From an optimization exercise on the open Yosys and OpenROAD flow, aimed at small area, a short achievable clock period and few clock cycles; shortcuts taken in it are not production practice.
The RTL was checked by simulation tests, not by an equivalence proof against the original design.
No activity file was given, so power comes from the tool's default toggle rates.

## flow/design.v (module list and top-level ports; edited modules follow where they fit)
// module dot8: 1205 lines
// module matrix_mult: 60 lines
module matrix_mult #(parameter DW = 8, m = 8, n = 8)(
    input clk,
    input reset,
    input [DW-1:0] data_in,
    input start,
    output [2*DW-1:0] data_out,
    output reg done
);
  // ...
==> flow/run.sh <==
#!/bin/bash
# synth_recipe.tcl (not shown) runs the flow's synth.tcl, then flattens the netlist and writes it again
# the make line also repeats each setting of config.mk as NAME=value (left out here)
make -C /OpenROAD-flow-scripts/flow DESIGN_CONFIG=/design/flow/config.mk WORK_HOME=/design/flow/orfs CLKGATE_MAP_FILE= SYNTH_SCRIPT=/design/flow/synth_recipe.tcl finish
==> flow/config.mk <==
export PLATFORM = sky130hd
export DESIGN_NAME = matrix_mult
export DESIGN_NICKNAME = matrix_mult
export VERILOG_FILES = /design/flow/design.v
export SDC_FILE = /design/flow/constraint.sdc
export NUM_CORES = 4
export LEC_CHECK = 0
export CAP_MARGIN = 20
export CORE_MARGIN = 2
export CORE_UTILIZATION = 40
export PLACE_DENSITY = 0.6
export SETUP_SLACK_MARGIN = 5
export SLEW_MARGIN = 20
==> flow/constraint.sdc <==
create_clock -name core_clock -period 8.0 [get_ports {clk}]
set_input_delay 1.6000 -clock core_clock [delete_from_list [all_inputs] [get_ports {clk}]]
set_output_delay 1.6000 -clock core_clock [all_outputs]
set_load 0.01 [all_outputs]
==> run notes, run 1 <==
- Clock buffer count from CTS: 111
- Yosys top cell area share: 55.8%
- DRT iter0 DRCs: 1050
- Top cells by area, synth: dfxtp_1 (56%), fa_1 (23%), edfxtp_1 (4.7%)
- Hold endpoint: bl[7][2]$_DFF_P_
- Largest regs: ar (512), bl (512), u_dot.st1 (96)
- Sequential share of power: 41.3%
- CTS tree: done
- TritonRoute pass-1 iters: 5
- Clk pwr: 5.38 mW
- First-pass GRT wire length: 135 mm
- CP Data Arrival Time: 4.79 ns
- Switching Share: 28.1%
- Post-DR wirelength/cell: 18.9 um
- Total die area: 0.105 mm^2
- Final Non-Filler Cells: 4661
- Hold Path Depth: 0
- Pre-CTS setup slack: 3.76 ns
- H-tree levels: 3
- Clk slew on worst S/H paths: 0.07 ns
- DRC viols: 0
- Largest net degree at the start of global routing: 65
- R2R Path Start: arow[25]$_DFFE_PN_
- Post-Syn Area: 0.0411 mm^2
- Yosys reg bits: 1209
- WS Path Type: register to register
- GRT met1 Usage: 23.0%
- Mapped Nets: 3480
- Resize count post-CTS: 175
- Vias in the first global route: 21900
- Fin crit period: 4.16 ns
- Worst Hold Class: register to register
- Status: finished clean
- Final Max Tran Viols: 0
- Comb. pwr: 3.74 mW
- CP dominant cell by count: fa_2
- R2r setup slk: 3.84 ns
- Cell area power density: 319 mW/mm^2
- Hold Crit Start: bl[6][2]$_DFF_P_
- Met3 Routed Length: 4.32 mm
- Clk_skew: 0.0432 ns
- CP max-delay cell: fa_2
- NonClk Buf Share: 2.23%
- Worst Setup SP: arow[25]$_DFFE_PN_
- Internal power: 11.2 mW
Testbench counts, summed over its fixed seeds: cycles 6,024.
==> module matrix_mult, before the edit <==
module matrix_mult #(parameter DW = 8, m = 8, n = 8)(
    input clk,
    input reset,
    input [DW-1:0] data_in,
    input start,
    output [2*DW-1:0] data_out,
    output reg done
);
  localparam S = 2;
  localparam LAST = 186 + S;
  reg [7:0] cnt;
  wire idle = (cnt == 8'd0) || (cnt == LAST);
  always @(posedge clk) begin
    if (reset)
      cnt <= 8'd0;
    else if (idle)
      cnt <= start ? 8'd1 : 8'd0;
    else
      cnt <= cnt + 8'd1;
  end
  always @(posedge clk) begin
    if (reset)
      done <= 1'b0;
    else
      done <= (cnt >= 122 + S) && (cnt <= 185 + S);
  end
  wire load_a = (cnt >= 8'd2) && (cnt <= 8'd65);
  reg [7:0] ar [0:63];
  integer p;
  always @(posedge clk) begin
    ar[0] <= load_a ? data_in : ar[63];
    for (p = 1; p < 64; p = p + 1)
      ar[p] <= ar[p-1];
  end
  reg [63:0] arow;
  wire load_row = (cnt[2:0] == 3'd2);
  integer q;
  always @(posedge clk) begin
    if (load_row)
      for (q = 0; q < 8; q = q + 1)
        arow[8*q +: 8] <= ar[55 - q];
  end
  wire [6:0] bidx = cnt[6:0] - 7'd2;    
  wire load_b_any = (cnt >= 8'd66) && (cnt <= 8'd129);
  reg [7:0] bl [0:63];
  integer k, r;
  always @(posedge clk) begin
    for (k = 0; k < 8; k = k + 1) begin
      bl[8*k] <= (load_b_any && bidx[5:3] == k) ? data_in : bl[8*k+7];
      for (r = 1; r < 8; r = r + 1)
        bl[8*k+r] <= bl[8*k+r-1];
    end
  end
  wire [63:0] bcol;
  genvar g;
  generate for (g = 0; g < 8; g = g + 1) begin : bc
    assign bcol[8*g +: 8] = bl[8*g];
  end endgenerate
  dot8 u_dot (.clk(clk), .a(arow), .b(bcol), .dot(data_out));
endmodule
==> inputs of run 2 (changes only) <==
--- a/flow/design.v
+++ b/flow/design.v
@@ -55,17 +55,18 @@
   end endgenerate
   wire [63:0] pp7;
   genvar g7, h7;
   generate for (g7 = 0; g7 < 8; g7 = g7 + 1) begin : ppx7
     for (h7 = 0; h7 < 8; h7 = h7 + 1) begin : ppy7
       assign pp7[g7*8+h7] = a[8*7+g7] & b[8*7+h7];
     end
   end endgenerate
-  reg [95:0] st1;
+  reg [192:0] st1;
+  reg [63:0] st2;
   wire s1, c2, s3, c4, s5, c6, s7, c8, s9, c10, s11, c12, s13, c14, s15, c16;
   wire s17, c18, s19, c20, s21, c22, s23, c24, s25, c26, s27, c28, s29, c30, s31, c32;
   wire s33, c34, s35, c36, s37, c38, s39, c40, s41, c42, s43, c44, s45, c46, s47, c48;
   wire s49, c50, s51, c52, s53, c54, s55, c56, s57, c58, s59, c60, s61, c62, s63, c64;
   wire s65, c66, s67, c68, s69, c70, s71, c72, s73, c74, s75, c76, s77, c78, s79, c80;
   wire s81, c82, s83, c84, s85, c86, s87, c88, s89, c90, s91, c92, s93, c94, s95, c96;
   wire s97, c98, s99, c100, s101, c102, s103, c104, s105, c106, s107, c108, s109, c110, s111, c112;
   wire s113, c114, s115, c116, s117, c118, s119, c120, s121, c122, s123, c124, s125, c126, s127, c128;
@@ -782,441 +783,604 @@
   assign s657 = c500 ^ c502 ^ c504;
   assign c658 = (c500 & c502) | (c500 & c504) | (c502 & c504);
   assign s659 = pp0[63] ^ pp1[63] ^ pp2[63];
   assign c660 = (pp0[63] & pp1[63]) | (pp0[63] & pp2[63]) | (pp1[63] & pp2[63]);
   assign s661 = pp3[63] ^ pp4[63] ^ pp5[63];
   assign c662 = (pp3[63] & pp4[63]) | (pp3[63] & pp5[63]) | (pp4[63] & pp5[63]);
   assign s663 = pp6[63] ^ pp7[63] ^ c508;
   assign c664 = (pp6[63] & pp7[63]) | (pp6[63] & c508) | (pp7[63] & c508);
-  assign s665 = s517 ^ s519 ^ pp2[8];
-  assign c666 = (s517 & s519) | (s517 & pp2[8]) | (s519 & pp2[8]);
-  assign s667 = pp3[1] ^ pp3[8] ^ pp4[1];
-  assign c668 = (pp3[1] & pp3[8]) | (pp3[1] & pp4[1]) | (pp3[8] & pp4[1]);
-  assign s669 = s521 ^ s523 ^ s525;
-  assign c670 = (s521 & s523) | (s521 & s525) | (s523 & s525);
-  assign s671 = s527 ^ pp5[16] ^ pp6[2];
-  assign c672 = (s527 & pp5[16]) | (s527 & pp6[2]) | (pp5[16] & pp6[2]);
-  assign s673 = pp6[9] ^ pp6[16] ^ pp7[2];
-  assign c674 = (pp6[9] & pp6[16]) | (pp6[9] & pp7[2]) | (pp6[16] & pp7[2]);
-  assign s675 = s529 ^ s531 ^ s533;
-  assign c676 = (s529 & s531) | (s529 & s533) | (s531 & s533);
-  assign s677 = s535 ^ s537 ^ pp7[24];
-  assign c678 = (s535 & s537) | (s535 & pp7[24]) | (s537 & pp7[24]);
-  assign s679 = c330 ^ c332 ^ c334;
-  assign c680 = (c330 & c332) | (c330 & c334) | (c332 & c334);
-  assign s681 = c522 ^ c524;
-  assign c682 = c522 & c524;
-  assign s683 = s539 ^ s541 ^ s543;
-  assign c684 = (s539 & s541) | (s539 & s543) | (s541 & s543);
-  assign s685 = s545 ^ s547 ^ s549;
-  assign c686 = (s545 & s547) | (s545 & s549) | (s547 & s549);
-  assign s687 = c344 ^ c346 ^ c530;
-  assign c688 = (c344 & c346) | (c344 & c530) | (c346 & c530);
-  assign s689 = c532 ^ c534 ^ c536;
-  assign c690 = (c532 & c534) | (c532 & c536) | (c534 & c536);
-  assign s691 = s551 ^ s553 ^ s555;
-  assign c692 = (s551 & s553) | (s551 & s555) | (s553 & s555);
-  assign s693 = s557 ^ s559 ^ s561;
-  assign c694 = (s557 & s559) | (s557 & s561) | (s559 & s561);
-  assign s695 = c362 ^ c540 ^ c542;
-  assign c696 = (c362 & c540) | (c362 & c542) | (c540 & c542);
-  assign s697 = c544 ^ c546 ^ c548;
-  assign c698 = (c544 & c546) | (c544 & c548) | (c546 & c548);
-  assign s699 = s563 ^ s565 ^ s567;
-  assign c700 = (s563 & s565) | (s563 & s567) | (s565 & s567);
-  assign s701 = s569 ^ s571 ^ s573;
-  assign c702 = (s569 & s571) | (s569 & s573) | (s571 & s573);
-  assign s703 = c380 ^ c552 ^ c554;
-  assign c704 = (c380 & c552) | (c380 & c554) | (c552 & c554);
-  assign s705 = c556 ^ c558 ^ c560;
-  assign c706 = (c556 & c558) | (c556 & c560) | (c558 & c560);
-  assign s707 = s575 ^ s577 ^ s579;
-  assign c708 = (s575 & s577) | (s575 & s579) | (s577 & s579);
-  assign s709 = s581 ^ s583 ^ s585;
-  assign c710 = (s581 & s583) | (s581 & s585) | (s583 & s585);
-  assign s711 = c398 ^ c564 ^ c566;
-  assign c712 = (c398 & c564) | (c398 & c566) | (c564 & c566);
-  assign s713 = c568 ^ c570 ^ c572;
-  assign c714 = (c568 & c570) | (c568 & c572) | (c570 & c572);
-  assign s715 = s587 ^ s589 ^ s591;
-  assign c716 = (s587 & s589) | (s587 & s591) | (s589 & s591);
-  assign s717 = s593 ^ s595 ^ s597;
-  assign c718 = (s593 & s595) | (s593 & s597) | (s595 & s597);
-  assign s719 = c416 ^ c576 ^ c578;
-  assign c720 = (c416 & c576) | (c416 & c578) | (c576 & c578);
-  assign s721 = c580 ^ c582 ^ c584;
-  assign c722 = (c580 & c582) | (c580 & c584) | (c582 & c584);
-  assign s723 = s599 ^ s601 ^ s603;
-  assign c724 = (s599 & s601) | (s599 & s603) | (s601 & s603);
-  assign s725 = s605 ^ s607 ^ s609;
-  assign c726 = (s605 & s607) | (s605 & s609) | (s607 & s609);
-  assign s727 = c434 ^ c588 ^ c590;
-  assign c728 = (c434 & c588) | (c434 & c590) | (c588 & c590);
-  assign s729 = c592 ^ c594 ^ c596;
-  assign c730 = (c592 & c594) | (c592 & c596) | (c594 & c596);
-  assign s731 = s611 ^ s613 ^ s615;
-  assign c732 = (s611 & s613) | (s611 & s615) | (s613 & s615);
-  assign s733 = s617 ^ s619 ^ s621;
-  assign c734 = (s617 & s619) | (s617 & s621) | (s619 & s621);
-  assign s735 = c452 ^ c600 ^ c602;
-  assign c736 = (c452 & c600) | (c452 & c602) | (c600 & c602);
-  assign s737 = c604 ^ c606 ^ c608;
-  assign c738 = (c604 & c606) | (c604 & c608) | (c606 & c608);
-  assign s739 = s623 ^ s625 ^ s627;
-  assign c740 = (s623 & s625) | (s623 & s627) | (s625 & s627);
-  assign s741 = s629 ^ s631 ^ s633;
-  assign c742 = (s629 & s631) | (s629 & s633) | (s631 & s633);
-  assign s743 = c470 ^ c612 ^ c614;
-  assign c744 = (c470 & c612) | (c470 & c614) | (c612 & c614);
-  assign s745 = c616 ^ c618 ^ c620;
-  assign c746 = (c616 & c618) | (c616 & c620) | (c618 & c620);
-  assign s747 = s635 ^ s637 ^ s639;
-  assign c748 = (s635 & s637) | (s635 & s639) | (s637 & s639);
-  assign s749 = s641 ^ s643 ^ s645;
-  assign c750 = (s641 & s643) | (s641 & s645) | (s643 & s645);
-  assign s751 = c488 ^ c624 ^ c626;
-  assign c752 = (c488 & c624) | (c488 & c626) | (c624 & c626);
-  assign s753 = c628 ^ c630 ^ c632;
-  assign c754 = (c628 & c630) | (c628 & c632) | (c630 & c632);
-  assign s755 = s647 ^ s649 ^ s651;
-  assign c756 = (s647 & s649) | (s647 & s651) | (s649 & s651);
-  assign s757 = s653 ^ s655 ^ s657;
-  assign c758 = (s653 & s655) | (s653 & s657) | (s655 & s657);
-  assign s759 = c506 ^ c636 ^ c638;
-  assign c760 = (c506 & c636) | (c506 & c638) | (c636 & c638);
-  assign s761 = c640 ^ c642 ^ c644;
-  assign c762 = (c640 & c642) | (c640 & c644) | (c642 & c644);
-  assign s763 = s659 ^ s661 ^ s663;
-  assign c764 = (s659 & s661) | (s659 & s663) | (s661 & s663);
-  assign s765 = c510 ^ c512 ^ c514;
-  assign c766 = (c510 & c512) | (c510 & c514) | (c512 & c514);
-  assign s767 = c516 ^ c648 ^ c650;
-  assign c768 = (c516 & c648) | (c516 & c650) | (c648 & c650);
-  assign s769 = c652 ^ c654 ^ c656;
-  assign c770 = (c652 & c654) | (c652 & c656) | (c654 & c656);
-  assign s771 = pp0[0] ^ pp1[0] ^ pp2[0];
-  assign c772 = (pp0[0] & pp1[0]) | (pp0[0] & pp2[0]) | (pp1[0] & pp2[0]);
-  assign s773 = s665 ^ s667 ^ pp4[8];
-  assign c774 = (s665 & s667) | (s665 & pp4[8]) | (s667 & pp4[8]);
-  assign s775 = pp5[1] ^ pp5[8] ^ pp6[1];
-  assign c776 = (pp5[1] & pp5[8]) | (pp5[1] & pp6[1]) | (pp5[8] & pp6[1]);
+  always @(posedge clk) begin
+      st1[0] <= pp0[0];
+      st1[1] <= pp1[0];
+      st1[2] <= pp2[0];
+      st1[3] <= pp3[0];
+      st1[4] <= pp4[0];
+      st1[5] <= pp5[0];
+      st1[6] <= pp6[0];
+      st1[7] <= pp7[0];
+      st1[8] <= s517;
+      st1[9] <= s519;
+      st1[10] <= pp2[8];
+      st1[11] <= pp3[1];
+      st1[12] <= pp3[8];
+      st1[13] <= pp4[1];
+      st1[14] <= pp4[8];
+      st1[15] <= pp5[1];
+      st1[16] <= pp5[8];
+      st1[17] <= pp6[1];
+      st1[18] <= pp6[8];
+      st1[19] <= pp7[1];
+      st1[20] <= pp7[8];
+      st1[21] <= s521;
+      st1[22] <= s523;
+      st1[23] <= s525;
+      st1[24] <= s527;
+      st1[25] <= pp5[16];
+      st1[26] <= pp6[2];
+      st1[27] <= pp6[9];
+      st1[28] <= pp6[16];
+      st1[29] <= pp7[2];
+      st1[30] <= pp7[9];
+      st1[31] <= pp7[16];
+      st1[32] <= c518;
+      st1[33] <= c520;
+      st1[34] <= s529;
+      st1[35] <= s531;
+      st1[36] <= s533;
+      st1[37] <= s535;
+      st1[38] <= s537;
+      st1[39] <= pp7[24];
+      st1[40] <= c330;
+      st1[41] <= c332;
+      st1[42] <= c334;
+      st1[43] <= c522;
+      st1[44] <= c524;
+      st1[45] <= c526;
+      st1[46] <= c528;
+      st1[47] <= s539;
+      st1[48] <= s541;
+      st1[49] <= s543;
+      st1[50] <= s545;
+      st1[51] <= s547;
+      st1[52] <= s549;
+      st1[53] <= c344;
+      st1[54] <= c346;
+      st1[55] <= c530;
+      st1[56] <= c532;
+      st1[57] <= c534;
+      st1[58] <= c536;
+      st1[59] <= c538;
+      st1[60] <= s551;
+      st1[61] <= s553;
+      st1[62] <= s555;
+      st1[63] <= s557;
+      st1[64] <= s559;
+      st1[65] <= s561;
+      st1[66] <= c362;
+      st1[67] <= c540;
+      st1[68] <= c542;
+      st1[69] <= c544;
+      st1[70] <= c546;
+      st1[71] <= c548;
+      st1[72] <= c550;
+      st1[73] <= s563;
+      st1[74] <= s565;
+      st1[75] <= s567;
+      st1[76] <= s569;
+      st1[77] <= s571;
+      st1[78] <= s573;
+      st1[79] <= c380;
+      st1[80] <= c552;
+      st1[81] <= c554;
+      st1[82] <= c556;
+      st1[83] <= c558;
+      st1[84] <= c560;
+      st1[85] <= c562;
+      st1[86] <= s575;
+      st1[87] <= s577;
+      st1[88] <= s579;
+      st1[89] <= s581;
+      st1[90] <= s583;
+      st1[91] <= s585;
+      st1[92] <= c398;
+      st1[93] <= c564;
+      st1[94] <= c566;
+      st1[95] <= c568;
+      st1[96] <= c570;
+      st1[97] <= c572;
+      st1[98] <= c574;
+      st1[99] <= s587;
+      st1[100] <= s589;
+      st1[101] <= s591;
+      st1[102] <= s593;
+      st1[103] <= s595;
+      st1[104] <= s597;
+      st1[105] <= c416;
+      st1[106] <= c576;
+      st1[107] <= c578;
+      st1[108] <= c580;
+      st1[109] <= c582;
+      st1[110] <= c584;
+      st1[111] <= c586;
+      st1[112] <= s599;
+      st1[113] <= s601;
+      st1[114] <= s603;
+      st1[115] <= s605;
+      st1[116] <= s607;
+      st1[117] <= s609;
+      st1[118] <= c434;
+      st1[119] <= c588;
+      st1[120] <= c590;
+      st1[121] <= c592;
+      st1[122] <= c594;
+      st1[123] <= c596;
+      st1[124] <= c598;
+      st1[125] <= s611;
+      st1[126] <= s613;
+      st1[127] <= s615;
+      st1[128] <= s617;
+      st1[129] <= s619;
+      st1[130] <= s621;
+      st1[131] <= c452;
+      st1[132] <= c600;
+      st1[133] <= c602;
+      st1[134] <= c604;
+      st1[135] <= c606;
+      st1[136] <= c608;
+      st1[137] <= c610;
+      st1[138] <= s623;
+      st1[139] <= s625;
+      st1[140] <= s627;
+      st1[141] <= s629;
+      st1[142] <= s631;
+      st1[143] <= s633;
+      st1[144] <= c470;
+      st1[145] <= c612;
+      st1[146] <= c614;
+      st1[147] <= c616;
+      st1[148] <= c618;
+      st1[149] <= c620;
+      st1[150] <= c622;
+      st1[151] <= s635;
+      st1[152] <= s637;
+      st1[153] <= s639;
+      st1[154] <= s641;
+      st1[155] <= s643;
+      st1[156] <= s645;
+      st1[157] <= c488;
+      st1[158] <= c624;
+      st1[159] <= c626;
+      st1[160] <= c628;
+      st1[161] <= c630;
+      st1[162] <= c632;
+      st1[163] <= c634;
+      st1[164] <= s647;
+      st1[165] <= s649;
+      st1[166] <= s651;
+      st1[167] <= s653;
+      st1[168] <= s655;
+      st1[169] <= s657;
+      st1[170] <= c506;
+      st1[171] <= c636;
+      st1[172] <= c638;
+      st1[173] <= c640;
+      st1[174] <= c642;
+      st1[175] <= c644;
+      st1[176] <= c646;
+      st1[177] <= s659;
+      st1[178] <= s661;
+      st1[179] <= s663;
+      st1[180] <= c510;
+      st1[181] <= c512;
+      st1[182] <= c514;
+      st1[183] <= c516;
+      st1[184] <= c648;
+      st1[185] <= c650;
+      st1[186] <= c652;
+      st1[187] <= c654;
+      st1[188] <= c656;
+      st1[189] <= c658;
+      st1[190] <= c660;
+      st1[191] <= c662;
+      st1[192] <= c664;
+  end
+  assign s665 = st1[8] ^ st1[9] ^ st1[10];
+  assign c666 = (st1[8] & st1[9]) | (st1[8] & st1[10]) | (st1[9] & st1[10]);
+  assign s667 = st1[11] ^ st1[12] ^ st1[13];
+  assign c668 = (st1[11] & st1[12]) | (st1[11] & st1[13]) | (st1[12] & st1[13]);
+  assign s669 = st1[21] ^ st1[22] ^ st1[23];
+  assign c670 = (st1[21] & st1[22]) | (st1[21] & st1[23]) | (st1[22] & st1[23]);
+  assign s671 = st1[24] ^ st1[25] ^ st1[26];
+  assign c672 = (st1[24] & st1[25]) | (st1[24] & st1[26]) | (st1[25] & st1[26]);
+  assign s673 = st1[27] ^ st1[28] ^ st1[29];
+  assign c674 = (st1[27] & st1[28]) | (st1[27] & st1[29]) | (st1[28] & st1[29]);
+  assign s675 = st1[34] ^ st1[35] ^ st1[36];
+  assign c676 = (st1[34] & st1[35]) | (st1[34] & st1[36]) | (st1[35] & st1[36]);
+  assign s677 = st1[37] ^ st1[38] ^ st1[39];
+  assign c678 = (st1[37] & st1[38]) | (st1[37] & st1[39]) | (st1[38] & st1[39]);
+  assign s679 = st1[40] ^ st1[41] ^ st1[42];
+  assign c680 = (st1[40] & st1[41]) | (st1[40] & st1[42]) | (st1[41] & st1[42]);
+  assign s681 = st1[43] ^ st1[44];
+  assign c682 = st1[43] & st1[44];
+  assign s683 = st1[47] ^ st1[48] ^ st1[49];
+  assign c684 = (st1[47] & st1[48]) | (st1[47] & st1[49]) | (st1[48] & st1[49]);
+  assign s685 = st1[50] ^ st1[51] ^ st1[52];
+  assign c686 = (st1[50] & st1[51]) | (st1[50] & st1[52]) | (st1[51] & st1[52]);
+  assign s687 = st1[53] ^ st1[54] ^ st1[55];
+  assign c688 = (st1[53] & st1[54]) | (st1[53] & st1[55]) | (st1[54] & st1[55]);
+  assign s689 = st1[56] ^ st1[57] ^ st1[58];
+  assign c690 = (st1[56] & st1[57]) | (st1[56] & st1[58]) | (st1[57] & st1[58]);
+  assign s691 = st1[60] ^ st1[61] ^ st1[62];
+  assign c692 = (st1[60] & st1[61]) | (st1[60] & st1[62]) | (st1[61] & st1[62]);
+  assign s693 = st1[63] ^ st1[64] ^ st1[65];
+  assign c694 = (st1[63] & st1[64]) | (st1[63] & st1[65]) | (st1[64] & st1[65]);
+  assign s695 = st1[66] ^ st1[67] ^ st1[68];
+  assign c696 = (st1[66] & st1[67]) | (st1[66] & st1[68]) | (st1[67] & st1[68]);
+  assign s697 = st1[69] ^ st1[70] ^ st1[71];
+  assign c698 = (st1[69] & st1[70]) | (st1[69] & st1[71]) | (st1[70] & st1[71]);
+  assign s699 = st1[73] ^ st1[74] ^ st1[75];
+  assign c700 = (st1[73] & st1[74]) | (st1[73] & st1[75]) | (st1[74] & st1[75]);
+  assign s701 = st1[76] ^ st1[77] ^ st1[78];
+  assign c702 = (st1[76] & st1[77]) | (st1[76] & st1[78]) | (st1[77] & st1[78]);
+  assign s703 = st1[79] ^ st1[80] ^ st1[81];
+  assign c704 = (st1[79] & st1[80]) | (st1[79] & st1[81]) | (st1[80] & st1[81]);
+  assign s705 = st1[82] ^ st1[83] ^ st1[84];
+  assign c706 = (st1[82] & st1[83]) | (st1[82] & st1[84]) | (st1[83] & st1[84]);
+  assign s707 = st1[86] ^ st1[87] ^ st1[88];
+  assign c708 = (st1[86] & st1[87]) | (st1[86] & st1[88]) | (st1[87] & st1[88]);
+  assign s709 = st1[89] ^ st1[90] ^ st1[91];
+  assign c710 = (st1[89] & st1[90]) | (st1[89] & st1[91]) | (st1[90] & st1[91]);
+  assign s711 = st1[92] ^ st1[93] ^ st1[94];
+  assign c712 = (st1[92] & st1[93]) | (st1[92] & st1[94]) | (st1[93] & st1[94]);
+  assign s713 = st1[95] ^ st1[96] ^ st1[97];
+  assign c714 = (st1[95] & st1[96]) | (st1[95] & st1[97]) | (st1[96] & st1[97]);
+  assign s715 = st1[99] ^ st1[100] ^ st1[101];
+  assign c716 = (st1[99] & st1[100]) | (st1[99] & st1[101]) | (st1[100] & st1[101]);
+  assign s717 = st1[102] ^ st1[103] ^ st1[104];
+  assign c718 = (st1[102] & st1[103]) | (st1[102] & st1[104]) | (st1[103] & st1[104]);
+  assign s719 = st1[105] ^ st1[106] ^ st1[107];
+  assign c720 = (st1[105] & st1[106]) | (st1[105] & st1[107]) | (st1[106] & st1[107]);
+  assign s721 = st1[108] ^ st1[109] ^ st1[110];
+  assign c722 = (st1[108] & st1[109]) | (st1[108] & st1[110]) | (st1[109] & st1[110]);
+  assign s723 = st1[112] ^ st1[113] ^ st1[114];
+  assign c724 = (st1[112] & st1[113]) | (st1[112] & st1[114]) | (st1[113] & st1[114]);
+  assign s725 = st1[115] ^ st1[116] ^ st1[117];
+  assign c726 = (st1[115] & st1[116]) | (st1[115] & st1[117]) | (st1[116] & st1[117]);
+  assign s727 = st1[118] ^ st1[119] ^ st1[120];
+  assign c728 = (st1[118] & st1[119]) | (st1[118] & st1[120]) | (st1[119] & st1[120]);
+  assign s729 = st1[121] ^ st1[122] ^ st1[123];
+  assign c730 = (st1[121] & st1[122]) | (st1[121] & st1[123]) | (st1[122] & st1[123]);
+  assign s731 = st1[125] ^ st1[126] ^ st1[127];
+  assign c732 = (st1[125] & st1[126]) | (st1[125] & st1[127]) | (st1[126] & st1[127]);
+  assign s733 = st1[128] ^ st1[129] ^ st1[130];
+  assign c734 = (st1[128] & st1[129]) | (st1[128] & st1[130]) | (st1[129] & st1[130]);
+  assign s735 = st1[131] ^ st1[132] ^ st1[133];
+  assign c736 = (st1[131] & st1[132]) | (st1[131] & st1[133]) | (st1[132] & st1[133]);
+  assign s737 = st1[134] ^ st1[135] ^ st1[136];
+  assign c738 = (st1[134] & st1[135]) | (st1[134] & st1[136]) | (st1[135] & st1[136]);
+  assign s739 = st1[138] ^ st1[139] ^ st1[140];
+  assign c740 = (st1[138] & st1[139]) | (st1[138] & st1[140]) | (st1[139] & st1[140]);
+  assign s741 = st1[141] ^ st1[142] ^ st1[143];
+  assign c742 = (st1[141] & st1[142]) | (st1[141] & st1[143]) | (st1[142] & st1[143]);
+  assign s743 = st1[144] ^ st1[145] ^ st1[146];
+  assign c744 = (st1[144] & st1[145]) | (st1[144] & st1[146]) | (st1[145] & st1[146]);
+  assign s745 = st1[147] ^ st1[148] ^ st1[149];
+  assign c746 = (st1[147] & st1[148]) | (st1[147] & st1[149]) | (st1[148] & st1[149]);
+  assign s747 = st1[151] ^ st1[152] ^ st1[153];
+  assign c748 = (st1[151] & st1[152]) | (st1[151] & st1[153]) | (st1[152] & st1[153]);
+  assign s749 = st1[154] ^ st1[155] ^ st1[156];
+  assign c750 = (st1[154] & st1[155]) | (st1[154] & st1[156]) | (st1[155] & st1[156]);
+  assign s751 = st1[157] ^ st1[158] ^ st1[159];
+  assign c752 = (st1[157] & st1[158]) | (st1[157] & st1[159]) | (st1[158] & st1[159]);
+  assign s753 = st1[160] ^ st1[161] ^ st1[162];
+  assign c754 = (st1[160] & st1[161]) | (st1[160] & st1[162]) | (st1[161] & st1[162]);
+  assign s755 = st1[164] ^ st1[165] ^ st1[166];
+  assign c756 = (st1[164] & st1[165]) | (st1[164] & st1[166]) | (st1[165] & st1[166]);
+  assign s757 = st1[167] ^ st1[168] ^ st1[169];
+  assign c758 = (st1[167] & st1[168]) | (st1[167] & st1[169]) | (st1[168] & st1[169]);
+  assign s759 = st1[170] ^ st1[171] ^ st1[172];
+  assign c760 = (st1[170] & st1[171]) | (st1[170] & st1[172]) | (st1[171] & st1[172]);
+  assign s761 = st1[173] ^ st1[174] ^ st1[175];
+  assign c762 = (st1[173] & st1[174]) | (st1[173] & st1[175]) | (st1[174] & st1[175]);
+  assign s763 = st1[177] ^ st1[178] ^ st1[179];
+  assign c764 = (st1[177] & st1[178]) | (st1[177] & st1[179]) | (st1[178] & st1[179]);
+  assign s765 = st1[180] ^ st1[181] ^ st1[182];
+  assign c766 = (st1[180] & st1[181]) | (st1[180] & st1[182]) | (st1[181] & st1[182]);
+  assign s767 = st1[183] ^ st1[184] ^ st1[185];
+  assign c768 = (st1[183] & st1[184]) | (st1[183] & st1[185]) | (st1[184] & st1[185]);
+  assign s769 = st1[186] ^ st1[187] ^ st1[188];
+  assign c770 = (st1[186] & st1[187]) | (st1[186] & st1[188]) | (st1[187] & st1[188]);
+  assign s771 = st1[0] ^ st1[1] ^ st1[2];
+  assign c772 = (st1[0] & st1[1]) | (st1[0] & st1[2]) | (st1[1] & st1[2]);
+  assign s773 = s665 ^ s667 ^ st1[14];
+  assign c774 = (s665 & s667) | (s665 & st1[14]) | (s667 & st1[14]);
+  assign s775 = st1[15] ^ st1[16] ^ st1[17];
+  assign c776 = (st1[15] & st1[16]) | (st1[15] & st1[17]) | (st1[16] & st1[17]);
   assign s777 = s669 ^ s671 ^ s673;
   assign c778 = (s669 & s671) | (s669 & s673) | (s671 & s673);
-  assign s779 = pp7[9] ^ pp7[16] ^ c518;
-  assign c780 = (pp7[9] & pp7[16]) | (pp7[9] & c518) | (pp7[16] & c518);
-  assign s781 = c520 ^ c666;
-  assign c782 = c520 & c666;
+  assign s779 = st1[30] ^ st1[31] ^ st1[32];
+  assign c780 = (st1[30] & st1[31]) | (st1[30] & st1[32]) | (st1[31] & st1[32]);
+  assign s781 = st1[33] ^ c666;
+  assign c782 = st1[33] & c666;
   assign s783 = s675 ^ s677 ^ s679;
   assign c784 = (s675 & s677) | (s675 & s679) | (s677 & s679);
-  assign s785 = s681 ^ c526 ^ c528;
-  assign c786 = (s681 & c526) | (s681 & c528) | (c526 & c528);
+  assign s785 = s681 ^ st1[45] ^ st1[46];
+  assign c786 = (s681 & st1[45]) | (s681 & st1[46]) | (st1[45] & st1[46]);
   assign s787 = c670 ^ c672 ^ c674;
   assign c788 = (c670 & c672) | (c670 & c674) | (c672 & c674);
   assign s789 = s683 ^ s685 ^ s687;
   assign c790 = (s683 & s685) | (s683 & s687) | (s685 & s687);
-  assign s791 = s689 ^ c538 ^ c676;
-  assign c792 = (s689 & c538) | (s689 & c676) | (c538 & c676);
+  assign s791 = s689 ^ st1[59] ^ c676;
+  assign c792 = (s689 & st1[59]) | (s689 & c676) | (st1[59] & c676);
   assign s793 = c678 ^ c680 ^ c682;
   assign c794 = (c678 & c680) | (c678 & c682) | (c680 & c682);
   assign s795 = s691 ^ s693 ^ s695;
   assign c796 = (s691 & s693) | (s691 & s695) | (s693 & s695);
-  assign s797 = s697 ^ c550 ^ c684;
-  assign c798 = (s697 & c550) | (s697 & c684) | (c550 & c684);
+  assign s797 = s697 ^ st1[72] ^ c684;
+  assign c798 = (s697 & st1[72]) | (s697 & c684) | (st1[72] & c684);
   assign s799 = c686 ^ c688 ^ c690;
   assign c800 = (c686 & c688) | (c686 & c690) | (c688 & c690);
   assign s801 = s699 ^ s701 ^ s703;
   assign c802 = (s699 & s701) | (s699 & s703) | (s701 & s703);
-  assign s803 = s705 ^ c562 ^ c692;
-  assign c804 = (s705 & c562) | (s705 & c692) | (c562 & c692);
+  assign s803 = s705 ^ st1[85] ^ c692;
+  assign c804 = (s705 & st1[85]) | (s705 & c692) | (st1[85] & c692);
   assign s805 = c694 ^ c696 ^ c698;
   assign c806 = (c694 & c696) | (c694 & c698) | (c696 & c698);
   assign s807 = s707 ^ s709 ^ s711;
   assign c808 = (s707 & s709) | (s707 & s711) | (s709 & s711);
-  assign s809 = s713 ^ c574 ^ c700;
-  assign c810 = (s713 & c574) | (s713 & c700) | (c574 & c700);
+  assign s809 = s713 ^ st1[98] ^ c700;
+  assign c810 = (s713 & st1[98]) | (s713 & c700) | (st1[98] & c700);
   assign s811 = c702 ^ c704 ^ c706;
   assign c812 = (c702 & c704) | (c702 & c706) | (c704 & c706);
   assign s813 = s715 ^ s717 ^ s719;
   assign c814 = (s715 & s717) | (s715 & s719) | (s717 & s719);
-  assign s815 = s721 ^ c586 ^ c708;
-  assign c816 = (s721 & c586) | (s721 & c708) | (c586 & c708);
+  assign s815 = s721 ^ st1[111] ^ c708;
+  assign c816 = (s721 & st1[111]) | (s721 & c708) | (st1[111] & c708);
   assign s817 = c710 ^ c712 ^ c714;
   assign c818 = (c710 & c712) | (c710 & c714) | (c712 & c714);
   assign s819 = s723 ^ s725 ^ s727;
   assign c820 = (s723 & s725) | (s723 & s727) | (s725 & s727);
-  assign s821 = s729 ^ c598 ^ c716;
-  assign c822 = (s729 & c598) | (s729 & c716) | (c598 & c716);
+  assign s821 = s729 ^ st1[124] ^ c716;
+  assign c822 = (s729 & st1[124]) | (s729 & c716) | (st1[124] & c716);
   assign s823 = c718 ^ c720 ^ c722;
   assign c824 = (c718 & c720) | (c718 & c722) | (c720 & c722);
   assign s825 = s731 ^ s733 ^ s735;
   assign c826 = (s731 & s733) | (s731 & s735) | (s733 & s735);
-  assign s827 = s737 ^ c610 ^ c724;
-  assign c828 = (s737 & c610) | (s737 & c724) | (c610 & c724);
+  assign s827 = s737 ^ st1[137] ^ c724;
+  assign c828 = (s737 & st1[137]) | (s737 & c724) | (st1[137] & c724);
   assign s829 = c726 ^ c728 ^ c730;
   assign c830 = (c726 & c728) | (c726 & c730) | (c728 & c730);
   assign s831 = s739 ^ s741 ^ s743;
   assign c832 = (s739 & s741) | (s739 & s743) | (s741 & s743);
-  assign s833 = s745 ^ c622 ^ c732;
-  assign c834 = (s745 & c622) | (s745 & c732) | (c622 & c732);
+  assign s833 = s745 ^ st1[150] ^ c732;
+  assign c834 = (s745 & st1[150]) | (s745 & c732) | (st1[150] & c732);
   assign s835 = c734 ^ c736 ^ c738;
   assign c836 = (c734 & c736) | (c734 & c738) | (c736 & c738);
   assign s837 = s747 ^ s749 ^ s751;
   assign c838 = (s747 & s749) | (s747 & s751) | (s749 & s751);
-  assign s839 = s753 ^ c634 ^ c740;
-  assign c840 = (s753 & c634) | (s753 & c740) | (c634 & c740);
+  assign s839 = s753 ^ st1[163] ^ c740;
+  assign c840 = (s753 & st1[163]) | (s753 & c740) | (st1[163] & c740);
   assign s841 = c742 ^ c744 ^ c746;
   assign c842 = (c742 & c744) | (c742 & c746) | (c744 & c746);
   assign s843 = s755 ^ s757 ^ s759;
   assign c844 = (s755 & s757) | (s755 & s759) | (s757 & s759);
-  assign s845 = s761 ^ c646 ^ c748;
-  assign c846 = (s761 & c646) | (s761 & c748) | (c646 & c748);
+  assign s845 = s761 ^ st1[176] ^ c748;
+  assign c846 = (s761 & st1[176]) | (s761 & c748) | (st1[176] & c748);
   assign s847 = c750 ^ c752 ^ c754;
   assign c848 = (c750 & c752) | (c750 & c754) | (c752 & c754);
   assign s849 = s763 ^ s765 ^ s767;
   assign c850 = (s763 & s765) | (s763 & s767) | (s765 & s767);
-  assign s851 = s769 ^ c658 ^ c756;
-  assign c852 = (s769 & c658) | (s769 & c756) | (c658 & c756);
+  assign s851 = s769 ^ st1[189] ^ c756;
+  assign c852 = (s769 & st1[189]) | (s769 & c756) | (st1[189] & c756);
   assign s853 = c758 ^ c760 ^ c762;
   assign c854 = (c758 & c760) | (c758 & c762) | (c760 & c762);
-  assign s855 = c660 ^ c662 ^ c664;
+  assign s855 = st1[190] ^ st1[191] ^ st1[192];
   assign s856 = c764 ^ c766 ^ c768;
+  assign s857 = s771 ^ st1[3] ^ st1[4];
+  assign c858 = (s771 & st1[3]) | (s771 & st1[4]) | (st1[3] & st1[4]);
+  assign s859 = s773 ^ s775 ^ st1[18];
+  assign c860 = (s773 & s775) | (s773 & st1[18]) | (s775 & st1[18]);
+  assign s861 = st1[19] ^ st1[20];
+  assign c862 = st1[19] & st1[20];
+  assign s863 = s777 ^ s779 ^ s781;
+  assign c864 = (s777 & s779) | (s777 & s781) | (s779 & s781);
+  assign s865 = c668 ^ c774 ^ c776;
+  assign c866 = (c668 & c774) | (c668 & c776) | (c774 & c776);
+  assign s867 = s783 ^ s785 ^ s787;
+  assign c868 = (s783 & s785) | (s783 & s787) | (s785 & s787);
+  assign s869 = c778 ^ c780 ^ c782;
+  assign c870 = (c778 & c780) | (c778 & c782) | (c780 & c782);
+  assign s871 = s789 ^ s791 ^ s793;
+  assign c872 = (s789 & s791) | (s789 & s793) | (s791 & s793);
+  assign s873 = c784 ^ c786 ^ c788;
+  assign c874 = (c784 & c786) | (c784 & c788) | (c786 & c788);
+  assign s875 = s795 ^ s797 ^ s799;
+  assign c876 = (s795 & s797) | (s795 & s799) | (s797 & s799);
+  assign s877 = c790 ^ c792 ^ c794;
+  assign c878 = (c790 & c792) | (c790 & c794) | (c792 & c794);
+  assign s879 = s801 ^ s803 ^ s805;
+  assign c880 = (s801 & s803) | (s801 & s805) | (s803 & s805);
+  assign s881 = c796 ^ c798 ^ c800;
+  assign c882 = (c796 & c798) | (c796 & c800) | (c798 & c800);
+  assign s883 = s807 ^ s809 ^ s811;
+  assign c884 = (s807 & s809) | (s807 & s811) | (s809 & s811);
+  assign s885 = c802 ^ c804 ^ c806;
+  assign c886 = (c802 & c804) | (c802 & c806) | (c804 & c806);
+  assign s887 = s813 ^ s815 ^ s817;
+  assign c888 = (s813 & s815) | (s813 & s817) | (s815 & s817);
+  assign s889 = c808 ^ c810 ^ c812;
+  assign c890 = (c808 & c810) | (c808 & c812) | (c810 & c812);
+  assign s891 = s819 ^ s821 ^ s823;
+  assign c892 = (s819 & s821) | (s819 & s823) | (s821 & s823);
+  assign s893 = c814 ^ c816 ^ c818;
+  assign c894 = (c814 & c816) | (c814 & c818) | (c816 & c818);
+  assign s895 = s825 ^ s827 ^ s829;
+  assign c896 = (s825 & s827) | (s825 & s829) | (s827 & s829);
+  assign s897 = c820 ^ c822 ^ c824;
+  assign c898 = (c820 & c822) | (c820 & c824) | (c822 & c824);
+  assign s899 = s831 ^ s833 ^ s835;
+  assign c900 = (s831 & s833) | (s831 & s835) | (s833 & s835);
+  assign s901 = c826 ^ c828 ^ c830;
+  assign c902 = (c826 & c828) | (c826 & c830) | (c828 & c830);
+  assign s903 = s837 ^ s839 ^ s841;
+  assign c904 = (s837 & s839) | (s837 & s841) | (s839 & s841);
+  assign s905 = c832 ^ c834 ^ c836;
+  assign c906 = (c832 & c834) | (c832 & c836) | (c834 & c836);
+  assign s907 = s843 ^ s845 ^ s847;
+  assign c908 = (s843 & s845) | (s843 & s847) | (s845 & s847);
+  assign s909 = c838 ^ c840 ^ c842;
+  assign c910 = (c838 & c840) | (c838 & c842) | (c840 & c842);
+  assign s911 = s849 ^ s851 ^ s853;
+  assign c912 = (s849 & s851) | (s849 & s853) | (s851 & s853);
+  assign s913 = c844 ^ c846 ^ c848;
+  assign c914 = (c844 & c846) | (c844 & c848) | (c846 & c848);
+  assign s915 = s855 ^ s856 ^ c770;
+  assign s916 = c850 ^ c852 ^ c854;
   always @(posedge clk) begin
-      st1[0] <= s771;
-      st1[1] <= pp3[0];
-      st1[2] <= pp4[0];
-      st1[3] <= pp5[0];
-      st1[4] <= pp6[0];
-      st1[5] <= pp7[0];
-      st1[6] <= s773;
-      st1[7] <= s775;
-      st1[8] <= pp6[8];
-      st1[9] <= pp7[1];
-      st1[10] <= pp7[8];
-      st1[11] <= c772;
-      st1[12] <= s777;
-      st1[13] <= s779;
-      st1[14] <= s781;
-      st1[15] <= c668;
-      st1[16] <= c774;
-      st1[17] <= c776;
-      st1[18] <= s783;
-      st1[19] <= s785;
-      st1[20] <= s787;
-      st1[21] <= c778;
-      st1[22] <= c780;
-      st1[23] <= c782;
-      st1[24] <= s789;
-      st1[25] <= s791;
-      st1[26] <= s793;
-      st1[27] <= c784;
-      st1[28] <= c786;
-      st1[29] <= c788;
-      st1[30] <= s795;
-      st1[31] <= s797;
-      st1[32] <= s799;
-      st1[33] <= c790;
-      st1[34] <= c792;
-      st1[35] <= c794;
-      st1[36] <= s801;
-      st1[37] <= s803;
-      st1[38] <= s805;
-      st1[39] <= c796;
-      st1[40] <= c798;
-      st1[41] <= c800;
-      st1[42] <= s807;
-      st1[43] <= s809;
-      st1[44] <= s811;
-      st1[45] <= c802;
-      st1[46] <= c804;
-      st1[47] <= c806;
-      st1[48] <= s813;
-      st1[49] <= s815;
-      st1[50] <= s817;
-      st1[51] <= c808;
-      st1[52] <= c810;
-      st1[53] <= c812;
-      st1[54] <= s819;
-      st1[55] <= s821;
-      st1[56] <= s823;
-      st1[57] <= c814;
-      st1[58] <= c816;
-      st1[59] <= c818;
-      st1[60] <= s825;
-      st1[61] <= s827;
-      st1[62] <= s829;
-      st1[63] <= c820;
-      st1[64] <= c822;
-      st1[65] <= c824;
-      st1[66] <= s831;
-      st1[67] <= s833;
-      st1[68] <= s835;
-      st1[69] <= c826;
-      st1[70] <= c828;
-      st1[71] <= c830;
-      st1[72] <= s837;
-      st1[73] <= s839;
-      st1[74] <= s841;
-      st1[75] <= c832;
-      st1[76] <= c834;
-      st1[77] <= c836;
-      st1[78] <= s843;
-      st1[79] <= s845;
-      st1[80] <= s847;
-      st1[81] <= c838;
-      st1[82] <= c840;
-      st1[83] <= c842;
-      st1[84] <= s849;
-      st1[85] <= s851;
-      st1[86] <= s853;
-      st1[87] <= c844;
-      st1[88] <= c846;
-      st1[89] <= c848;
-      st1[90] <= s855;
-      st1[91] <= s856;
-      st1[92] <= c770;
-      st1[93] <= c850;
-      st1[94] <= c852;
-      st1[95] <= c854;
+      st2[0] <= s857;
+      st2[1] <= st1[5];
+      st2[2] <= st1[6];
+      st2[3] <= st1[7];
+      st2[4] <= s859;
+      st2[5] <= s861;
+      st2[6] <= c772;
+      st2[7] <= c858;
+      st2[8] <= s863;
+      st2[9] <= s865;
+      st2[10] <= c860;
+      st2[11] <= c862;
+      st2[12] <= s867;
+      st2[13] <= s869;
+      st2[14] <= c864;
+      st2[15] <= c866;
+      st2[16] <= s871;
+      st2[17] <= s873;
+      st2[18] <= c868;
+      st2[19] <= c870;
+      st2[20] <= s875;
+      st2[21] <= s877;
+      st2[22] <= c872;
+      st2[23] <= c874;
+      st2[24] <= s879;
+      st2[25] <= s881;
+      st2[26] <= c876;
+      st2[27] <= c878;
+      st2[28] <= s883;
+      st2[29] <= s885;
+      st2[30] <= c880;
+      st2[31] <= c882;
+      st2[32] <= s887;
+      st2[33] <= s889;
+      st2[34] <= c884;
+      st2[35] <= c886;
+      st2[36] <= s891;
+      st2[37] <= s893;
+      st2[38] <= c888;
+      st2[39] <= c890;
+      st2[40] <= s895;
+      st2[41] <= s897;
+      st2[42] <= c892;
+      st2[43] <= c894;
+      st2[44] <= s899;
+      st2[45] <= s901;
+      st2[46] <= c896;
+      st2[47] <= c898;
+      st2[48] <= s903;
+      st2[49] <= s905;
+      st2[50] <= c900;
+      st2[51] <= c902;
+      st2[52] <= s907;
+      st2[53] <= s909;
+      st2[54] <= c904;
+      st2[55] <= c906;
+      st2[56] <= s911;
+      st2[57] <= s913;
+      st2[58] <= c908;
+      st2[59] <= c910;
+      st2[60] <= s915;
+      st2[61] <= s916;
+      st2[62] <= c912;
+      st2[63] <= c914;
   end
-  assign s857 = st1[0] ^ st1[1] ^ st1[2];
-  assign c858 = (st1[0] & st1[1]) | (st1[0] & st1[2]) | (st1[1] & st1[2]);
-  assign s859 = st1[6] ^ st1[7] ^ st1[8];
-  assign c860 = (st1[6] & st1[7]) | (st1[6] & st1[8]) | (st1[7] & st1[8]);
-  assign s861 = st1[9] ^ st1[10];
-  assign c862 = st1[9] & st1[10];
-  assign s863 = st1[12] ^ st1[13] ^ st1[14];
-  assign c864 = (st1[12] & st1[13]) | (st1[12] & st1[14]) | (st1[13] & st1[14]);
-  assign s865 = st1[15] ^ st1[16] ^ st1[17];
-  assign c866 = (st1[15] & st1[16]) | (st1[15] & st1[17]) | (st1[16] & st1[17]);
-  assign s867 = st1[18] ^ st1[19] ^ st1[20];
-  assign c868 = (st1[18] & st1[19]) | (st1[18] & st1[20]) | (st1[19] & st1[20]);
-  assign s869 = st1[21] ^ st1[22] ^ st1[23];
-  assign c870 = (st1[21] & st1[22]) | (st1[21] & st1[23]) | (st1[22] & st1[23]);
-  assign s871 = st1[24] ^ st1[25] ^ st1[26];
-  assign c872 = (st1[24] & st1[25]) | (st1[24] & st1[26]) | (st1[25] & st1[26]);
-  assign s873 = st1[27] ^ st1[28] ^ st1[29];
-  assign c874 = (st1[27] & st1[28]) | (st1[27] & st1[29]) | (st1[28] & st1[29]);
-  assign s875 = st1[30] ^ st1[31] ^ st1[32];
-  assign c876 = (st1[30] & st1[31]) | (st1[30] & st1[32]) | (st1[31] & st1[32]);
-  assign s877 = st1[33] ^ st1[34] ^ st1[35];
-  assign c878 = (st1[33] & st1[34]) | (st1[33] & st1[35]) | (st1[34] & st1[35]);
-  assign s879 = st1[36] ^ st1[37] ^ st1[38];
-  assign c880 = (st1[36] & st1[37]) | (st1[36] & st1[38]) | (st1[37] & st1[38]);
-  assign s881 = st1[39] ^ st1[40] ^ st1[41];
-  assign c882 = (st1[39] & st1[40]) | (st1[39] & st1[41]) | (st1[40] & st1[41]);
-  assign s883 = st1[42] ^ st1[43] ^ st1[44];
-  assign c884 = (st1[42] & st1[43]) | (st1[42] & st1[44]) | (st1[43] & st1[44]);
-  assign s885 = st1[45] ^ st1[46] ^ st1[47];
-  assign c886 = (st1[45] & st1[46]) | (st1[45] & st1[47]) | (st1[46] & st1[47]);
-  assign s887 = st1[48] ^ st1[49] ^ st1[50];
-  assign c888 = (st1[48] & st1[49]) | (st1[48] & st1[50]) | (st1[49] & st1[50]);
-  assign s889 = st1[51] ^ st1[52] ^ st1[53];
-  assign c890 = (st1[51] & st1[52]) | (st1[51] & st1[53]) | (st1[52] & st1[53]);
-  assign s891 = st1[54] ^ st1[55] ^ st1[56];
-  assign c892 = (st1[54] & st1[55]) | (st1[54] & st1[56]) | (st1[55] & st1[56]);
-  assign s893 = st1[57] ^ st1[58] ^ st1[59];
-  assign c894 = (st1[57] & st1[58]) | (st1[57] & st1[59]) | (st1[58] & st1[59]);
-  assign s895 = st1[60] ^ st1[61] ^ st1[62];
-  assign c896 = (st1[60] & st1[61]) | (st1[60] & st1[62]) | (st1[61] & st1[62]);
-  assign s897 = st1[63] ^ st1[64] ^ st1[65];
-  assign c898 = (st1[63] & st1[64]) | (st1[63] & st1[65]) | (st1[64] & st1[65]);
-  assign s899 = st1[66] ^ st1[67] ^ st1[68];
-  assign c900 = (st1[66] & st1[67]) | (st1[66] & st1[68]) | (st1[67] & st1[68]);
-  assign s901 = st1[69] ^ st1[70] ^ st1[71];
-  assign c902 = (st1[69] & st1[70]) | (st1[69] & st1[71]) | (st1[70] & st1[71]);
-  assign s903 = st1[72] ^ st1[73] ^ st1[74];
-  assign c904 = (st1[72] & st1[73]) | (st1[72] & st1[74]) | (st1[73] & st1[74]);
-  assign s905 = st1[75] ^ st1[76] ^ st1[77];
-  assign c906 = (st1[75] & st1[76]) | (st1[75] & st1[77]) | (st1[76] & st1[77]);
-  assign s907 = st1[78] ^ st1[79] ^ st1[80];
-  assign c908 = (st1[78] & st1[79]) | (st1[78] & st1[80]) | (st1[79] & st1[80]);
-  assign s909 = st1[81] ^ st1[82] ^ st1[83];
-  assign c910 = (st1[81] & st1[82]) | (st1[81] & st1[83]) | (st1[82] & st1[83]);
-  assign s911 = st1[84] ^ st1[85] ^ st1[86];
-  assign c912 = (st1[84] & st1[85]) | (st1[84] & st1[86]) | (st1[85] & st1[86]);
-  assign s913 = st1[87] ^ st1[88] ^ st1[89];
-  assign c914 = (st1[87] & st1[88]) | (st1[87] & st1[89]) | (st1[88] & st1[89]);
-  assign s915 = st1[90] ^ st1[91] ^ st1[92];
-  assign s916 = st1[93] ^ st1[94] ^ st1[95];
-  assign s917 = s857 ^ st1[3];
-  assign c918 = s857 & st1[3];
-  assign s919 = s859 ^ s861 ^ st1[11];
-  assign c920 = (s859 & s861) | (s859 & st1[11]) | (s861 & st1[11]);
-  assign s921 = s863 ^ s865 ^ c860;
-  assign c922 = (s863 & s865) | (s863 & c860) | (s865 & c860);
-  assign s923 = s867 ^ s869 ^ c864;
-  assign c924 = (s867 & s869) | (s867 & c864) | (s869 & c864);
-  assign s925 = s871 ^ s873 ^ c868;
-  assign c926 = (s871 & s873) | (s871 & c868) | (s873 & c868);
-  assign s927 = s875 ^ s877 ^ c872;
-  assign c928 = (s875 & s877) | (s875 & c872) | (s877 & c872);
-  assign s929 = s879 ^ s881 ^ c876;
-  assign c930 = (s879 & s881) | (s879 & c876) | (s881 & c876);
-  assign s931 = s883 ^ s885 ^ c880;
-  assign c932 = (s883 & s885) | (s883 & c880) | (s885 & c880);
-  assign s933 = s887 ^ s889 ^ c884;
-  assign c934 = (s887 & s889) | (s887 & c884) | (s889 & c884);
-  assign s935 = s891 ^ s893 ^ c888;
-  assign c936 = (s891 & s893) | (s891 & c888) | (s893 & c888);
-  assign s937 = s895 ^ s897 ^ c892;
-  assign c938 = (s895 & s897) | (s895 & c892) | (s897 & c892);
-  assign s939 = s899 ^ s901 ^ c896;
-  assign c940 = (s899 & s901) | (s899 & c896) | (s901 & c896);
-  assign s941 = s903 ^ s905 ^ c900;
-  assign c942 = (s903 & s905) | (s903 & c900) | (s905 & c900);
-  assign s943 = s907 ^ s909 ^ c904;
-  assign c944 = (s907 & s909) | (s907 & c904) | (s909 & c904);
-  assign s945 = s911 ^ s913 ^ c908;
-  assign c946 = (s911 & s913) | (s911 & c908) | (s913 & c908);
-  assign s947 = s915 ^ s916 ^ c912;
-  assign s948 = s917 ^ st1[4];
-  assign c949 = s917 & st1[4];
-  assign s950 = s919 ^ c858 ^ c918;
-  assign c951 = (s919 & c858) | (s919 & c918) | (c858 & c918);
-  assign s952 = s921 ^ c862 ^ c920;
-  assign c953 = (s921 & c862) | (s921 & c920) | (c862 & c920);
-  assign s954 = s923 ^ c866 ^ c922;
-  assign c955 = (s923 & c866) | (s923 & c922) | (c866 & c922);
-  assign s956 = s925 ^ c870 ^ c924;
-  assign c957 = (s925 & c870) | (s925 & c924) | (c870 & c924);
-  assign s958 = s927 ^ c874 ^ c926;
-  assign c959 = (s927 & c874) | (s927 & c926) | (c874 & c926);
-  assign s960 = s929 ^ c878 ^ c928;
-  assign c961 = (s929 & c878) | (s929 & c928) | (c878 & c928);
-  assign s962 = s931 ^ c882 ^ c930;
-  assign c963 = (s931 & c882) | (s931 & c930) | (c882 & c930);
-  assign s964 = s933 ^ c886 ^ c932;
-  assign c965 = (s933 & c886) | (s933 & c932) | (c886 & c932);
-  assign s966 = s935 ^ c890 ^ c934;
-  assign c967 = (s935 & c890) | (s935 & c934) | (c890 & c934);
-  assign s968 = s937 ^ c894 ^ c936;
-  assign c969 = (s937 & c894) | (s937 & c936) | (c894 & c936);
-  assign s970 = s939 ^ c898 ^ c938;
-  assign c971 = (s939 & c898) | (s939 & c938) | (c898 & c938);
-  assign s972 = s941 ^ c902 ^ c940;
-  assign c973 = (s941 & c902) | (s941 & c940) | (c902 & c940);
-  assign s974 = s943 ^ c906 ^ c942;
-  assign c975 = (s943 & c906) | (s943 & c942) | (c906 & c942);
-  assign s976 = s945 ^ c910 ^ c944;
-  assign c977 = (s945 & c910) | (s945 & c944) | (c910 & c944);
-  assign s978 = s947 ^ c914 ^ c946;
+  assign s917 = st2[0] ^ st2[1];
+  assign c918 = st2[0] & st2[1];
+  assign s919 = st2[4] ^ st2[5] ^ st2[6];
+  assign c920 = (st2[4] & st2[5]) | (st2[4] & st2[6]) | (st2[5] & st2[6]);
+  assign s921 = st2[8] ^ st2[9] ^ st2[10];
+  assign c922 = (st2[8] & st2[9]) | (st2[8] & st2[10]) | (st2[9] & st2[10]);
+  assign s923 = st2[12] ^ st2[13] ^ st2[14];
+  assign c924 = (st2[12] & st2[13]) | (st2[12] & st2[14]) | (st2[13] & st2[14]);
+  assign s925 = st2[16] ^ st2[17] ^ st2[18];
+  assign c926 = (st2[16] & st2[17]) | (st2[16] & st2[18]) | (st2[17] & st2[18]);
+  assign s927 = st2[20] ^ st2[21] ^ st2[22];
+  assign c928 = (st2[20] & st2[21]) | (st2[20] & st2[22]) | (st2[21] & st2[22]);
+  assign s929 = st2[24] ^ st2[25] ^ st2[26];
+  assign c930 = (st2[24] & st2[25]) | (st2[24] & st2[26]) | (st2[25] & st2[26]);
+  assign s931 = st2[28] ^ st2[29] ^ st2[30];
+  assign c932 = (st2[28] & st2[29]) | (st2[28] & st2[30]) | (st2[29] & st2[30]);
+  assign s933 = st2[32] ^ st2[33] ^ st2[34];
+  assign c934 = (st2[32] & st2[33]) | (st2[32] & st2[34]) | (st2[33] & st2[34]);
+  assign s935 = st2[36] ^ st2[37] ^ st2[38];
+  assign c936 = (st2[36] & st2[37]) | (st2[36] & st2[38]) | (st2[37] & st2[38]);
+  assign s937 = st2[40] ^ st2[41] ^ st2[42];
+  assign c938 = (st2[40] & st2[41]) | (st2[40] & st2[42]) | (st2[41] & st2[42]);
+  assign s939 = st2[44] ^ st2[45] ^ st2[46];
+  assign c940 = (st2[44] & st2[45]) | (st2[44] & st2[46]) | (st2[45] & st2[46]);
+  assign s941 = st2[48] ^ st2[49] ^ st2[50];
+  assign c942 = (st2[48] & st2[49]) | (st2[48] & st2[50]) | (st2[49] & st2[50]);
+  assign s943 = st2[52] ^ st2[53] ^ st2[54];
+  assign c944 = (st2[52] & st2[53]) | (st2[52] & st2[54]) | (st2[53] & st2[54]);
+  assign s945 = st2[56] ^ st2[57] ^ st2[58];
+  assign c946 = (st2[56] & st2[57]) | (st2[56] & st2[58]) | (st2[57] & st2[58]);
+  assign s947 = st2[60] ^ st2[61] ^ st2[62];
+  assign s948 = s917 ^ st2[2];
+  assign c949 = s917 & st2[2];
+  assign s950 = s919 ^ st2[7] ^ c918;
+  assign c951 = (s919 & st2[7]) | (s919 & c918) | (st2[7] & c918);
+  assign s952 = s921 ^ st2[11] ^ c920;
+  assign c953 = (s921 & st2[11]) | (s921 & c920) | (st2[11] & c920);
+  assign s954 = s923 ^ st2[15] ^ c922;
+  assign c955 = (s923 & st2[15]) | (s923 & c922) | (st2[15] & c922);
+  assign s956 = s925 ^ st2[19] ^ c924;
+  assign c957 = (s925 & st2[19]) | (s925 & c924) | (st2[19] & c924);
+  assign s958 = s927 ^ st2[23] ^ c926;
+  assign c959 = (s927 & st2[23]) | (s927 & c926) | (st2[23] & c926);
+  assign s960 = s929 ^ st2[27] ^ c928;
+  assign c961 = (s929 & st2[27]) | (s929 & c928) | (st2[27] & c928);
+  assign s962 = s931 ^ st2[31] ^ c930;
+  assign c963 = (s931 & st2[31]) | (s931 & c930) | (st2[31] & c930);
+  assign s964 = s933 ^ st2[35] ^ c932;
+  assign c965 = (s933 & st2[35]) | (s933 & c932) | (st2[35] & c932);
+  assign s966 = s935 ^ st2[39] ^ c934;
+  assign c967 = (s935 & st2[39]) | (s935 & c934) | (st2[39] & c934);
+  assign s968 = s937 ^ st2[43] ^ c936;
+  assign c969 = (s937 & st2[43]) | (s937 & c936) | (st2[43] & c936);
+  assign s970 = s939 ^ st2[47] ^ c938;
+  assign c971 = (s939 & st2[47]) | (s939 & c938) | (st2[47] & c938);
+  assign s972 = s941 ^ st2[51] ^ c940;
+  assign c973 = (s941 & st2[51]) | (s941 & c940) | (st2[51] & c940);
+  assign s974 = s943 ^ st2[55] ^ c942;
+  assign c975 = (s943 & st2[55]) | (s943 & c942) | (st2[55] & c942);
+  assign s976 = s945 ^ st2[59] ^ c944;
+  assign c977 = (s945 & st2[59]) | (s945 & c944) | (st2[59] & c944);
+  assign s978 = s947 ^ st2[63] ^ c946;
   wire [15:0] row0 = {s978, s976, s974, s972, s970, s968, s966, s964, s962, s960, s958, s956, s954, s952, s950, s948};
-  wire [15:0] row1 = {c977, c975, c973, c971, c969, c967, c965, c963, c961, c959, c957, c955, c953, c951, c949, st1[5]};
+  wire [15:0] row1 = {c977, c975, c973, c971, c969, c967, c965, c963, c961, c959, c957, c955, c953, c951, c949, st2[3]};
   always @(posedge clk) dot <= row0 + row1;
 endmodule
 module matrix_mult #(parameter DW = 8, m = 8, n = 8)(
     input clk,
     input reset,
     input [DW-1:0] data_in,
     input start,
     output [2*DW-1:0] data_out,
     output reg done
 );
-  localparam S = 2;
+  localparam S = 3;
   localparam LAST = 186 + S;
   reg [7:0] cnt;
   wire idle = (cnt == 8'd0) || (cnt == LAST);
   always @(posedge clk) begin
     if (reset)
       cnt <= 8'd0;
     else if (idle)
       cnt <= start ? 8'd1 : 8'd0;
==> run 2 against run 1 <==
Net effect: die area up 7.5%; critical path type unchanged; critical endpoint is now u_dot.st1[86]$_DFF_P_; largest cell class unchanged; clock power up 16%; first-iteration DRC count up 7.5%; power down 8.9%; hold slack better by 0.0030 ns.
==> run notes, run 2 <==
- Status: finished clean
- GRT Total Usage: 16.4%
- TritonRoute pass-1 iters: 5 (unchanged)
- Fmax: 0.312 GHz
- Largest net degree at the start of global routing: 65 (unchanged)
- Final WL: 88.9 mm
- Total power: 14.2 mW
- # port buffers: 27
- Clk Latency, worst-skew pair: 0.75 ns
- Post-route ant nets: 0
- Initial antenna violation count: 4
- DRT iter0 DRCs: 1129 (+7.5%)
- M1 wire length: 39.2 mm
- Post-Synth XOR/XNOR Area: 0.645%
- Post-Syn Area: 0.0442 mm^2 (+7.6%)
- Most common cell after layout, fill and taps aside: dfxtp_1
- Worst Hold Class: register to register
- Cell area power density: 274 mW/mm^2 (-14%)
- Clk_skew: 0.0552 ns (+0.0120 ns)
- Met2 routed WL: 40.6 mm
- DRC viols: 0 (unchanged)
- Compound-Gate Fraction of Synth Area: 0.755%
- RSZ-0062 raised after global routing: yes
- DP Area: 0.0464 mm^2
- Mapped Cells: 3074
- Seq/Total Area, Yosys: 63.5%
- TNS Setup: 0 ns
- Die width: 337 um
- CP Data Arrival Time: 3.80 ns (-0.99 ns)
- CTS tree: done
- Tcrit/Tclk final: 40.0%
- Met3 Routed Length: 6.34 mm (+47%)
- Final Max Tran Viols: 0 (unchanged)
- Initial core utilization: 40.5%
- CP max-delay cell: fa_1
- CP Max Fanout: 3
- Total die area: 0.113 mm^2 (+7.5%)
- Max-Cap Viols: 0
- Vias in the first global route: 22600 (+3.3%)
- Die height: 337 um
- Asr flop ratio synth: 0%
- Mux cell area share after synthesis: 1.90%
- Startpoint types: register
- Row cnt: 121
- Vias per cell: 4.26
- I/O pin total: 28
- Yosys reg bits: 1370 (+13%)
- Syn. warnings: 4
- Critical path, cell by cell: and2_4 > ha_4 > fa_2 > fa_1 > inv_2 > fa_2 > inv_2 > fa_1
- Top cells by area, synth: dfxtp_1 (59%), fa_1 (21%), edfxtp_1 (4.3%)
- Post-DR wirelength/cell: 18.2 um (-3.7%)
- Yosys top cell area share: 59.1% (+3.4 points)
- Max Used Layer: met4
- Synth Flop Type: dfxtp_1
- Synth Area in Adders: 22.3%
- Nature of the critical path endpoint: register
- Critical path required time: 8.60 ns
- Fin crit period: 3.20 ns (-0.959 ns)
- Root buffer cell: clkbuf_16
- Cell variety after synth: 50
- CTS Buffer Depth: 3
- First-pass GRT wire length: 136 mm (about the same)
- Largest regs: ar (512), bl (512), u_dot.st1 (193)
- CP max stage delay: 0.59 ns
- Largest family of logic cells by synthesized area: adder cells
- WS Path Type: register to register
- Clk slew on worst S/H paths: 0.06 ns (about the same)
- Final setup violation count: 0
- Hold Vio Cnt, Final: 0
- Relative slew slack: 34.5%
- Post-synthesis simple-gate area fraction: 6.90%
- List of most frequent post-synthesis cells: dfxtp_1 (1306), fa_1 (469), inv_1 (460), and2_1 (299), nand2_1 (224)
- Clock buffer count from CTS: 131 (+18%)
- Mapped Nets: 3591 (+3.2%)
- Vias: 20800
- Leakage power: 23.0 nW
- Count leader, synth: dfxtp_1
- Most frequent cells in the layout: dfxtp_1 (1267), fa_1 (439), inv_1 (436), and2_1 (274), nand2_1 (220)
- Area leader, netlist: dfxtp_1
- Worst-Margin Slew: 0.981 ns
- Number of clock sinks: 1370
- DP HPWL: 64.1 mm
- EDFF count, synth: 64
- CORE AREA: 0.109 mm^2
- Mean post-synth cell area: 14.4 um^2
- Grt total ovfl: 0
- H-tree levels: 4 (+1)
- Fraction of layout cells with a size suffix above 1: 14.9%
- Final Wtd Congestion: 0.910
- Peak VDD IR: 0.176 mV
- Fin nets: 3822
- Synth-to-layout area growth: 16.9%
- Post-route design area: 0.0517 mm^2
-- run 2: routing by layer --
metal  vias to the layer above  GRT usage (%)
li1                       9654              -
met1                     10400           21.0
met2                       534           26.2
met3                       174           4.93
met4                         0           6.54
met5                         -              0
-- run 2: kinds of logic after synthesis --
family | count (synthesis)
xor gates and xnor gates | 31
buffers and inverters | 469
AOI/OAI and AO/OA | 50
DFF | 1370
and+or+nand+nor | 573
muxes | 75
adders and majority gates | 506
-- run 2: cell type report --
cell class              instances  area [um^2]
inverters                     460         1730
clock buffers                 183         3830
repair buffers                107          921
diodes                          3         7.51
multi-input cells            1235        14600
flip-flops and latches       1370        28100
clock inverters                47          662
fillers                      9628        57600
well taps                    1476         1850
-- run 2: worst paths after layout --
kind,from,to,slack (ns),cells past startpoint
worst max-delay path,arow[0]$_DFFE_PN_,u_dot.st1[86]$_DFF_P_,4.80,8
worst min-delay path,bl[37][1]$_DFF_P_,bl[38][1]$_DFF_P_,0.30,0
worst max register to register,arow[0]$_DFFE_PN_,u_dot.st1[86]$_DFF_P_,4.80,8
worst min register to register,bl[37][1]$_DFF_P_,bl[38][1]$_DFF_P_,0.30,0
-- run 2: repair_timing --
item / in CTS / in global routing
buffers inserted: 58 / 9
gates cloned: 0 / 0
hold buffers: 0 / 0
setup endpoints to repair: 58 / 40
pin swaps: 66 / 48
resized for setup: 118 / 51
-- run 2: report_power, final --
| part | internal [mW] | switching (mW) | leakage (nW) |
|---|---|---|---|
| Clock | 3.60 | 2.62 | 2.21 |
| Sequential | 7.10 | 0.108 | 11.2 |
| Combinational | 0.315 | 0.417 | 9.51 |
| Total | 11.0 | 3.14 | 23.0 |
-- run 2: critical path: cells and delay by family (launching register included) --
family | cells | cell delay, ns
adder cells (fa/ha/maj) | 5 | 2.31
buffers and inverters | 2 | 0.10
flip-flops | 1 | 0.46
AND/OR/NAND/NOR | 1 | 0.19
-- run 2: stage by stage --
stage / cells / worst slack (ns) / hold slack, ns / utilization, %
2_1_floorplan: 3074 / 5.01 / 0.310 / -
3_3_place_gp: 4581 / 4.54 / 0.310 / 42.4
3_5_place_dp: 4581 / 4.55 / 0.312 / 42.4
4_1_cts: 4869 / 4.78 / 0.306 / 47.1
5_1_grt: 4878 / 4.76 / 0.312 / 47.3
6_report: 4881 / 4.80 / 0.303 / 47.3
Testbench counts of run 2, summed over its fixed seeds: cycles 6,056.

==> what the ideal ports hide <==
How much do the figures lean on ideal ports? The routed layouts below were timed once more, with nothing changed but the port constraints.
Step 1: set_driving_cell puts a clkbuf_16 on clk and a buf_2 on each other input, an assumption about the parent block.
Step 2 moves the port delays by t, midway between the first and last clock arrival at a register: inputs arrive t later, outputs are due t later. That takes back most of the time a late clock gives input paths.
a / b / c = ideal / step 1 / step 2; a / b = the first two.
run	t, ns	setup slack, ns	worst hold slack (ns)	slew at the worst register clock pin (ns)	pins driven straight from the clock port
run 1	0.748	3.841 / 3.841 / 3.841	0.300 / 0.300 / 0.300	0.07 / 0.07	1
run 2	0.789	4.800 / 4.800 / 4.800	0.303 / 0.303 / 0.303	0.07 / 0.07	1
After both steps setup and hold are still met in every run listed.
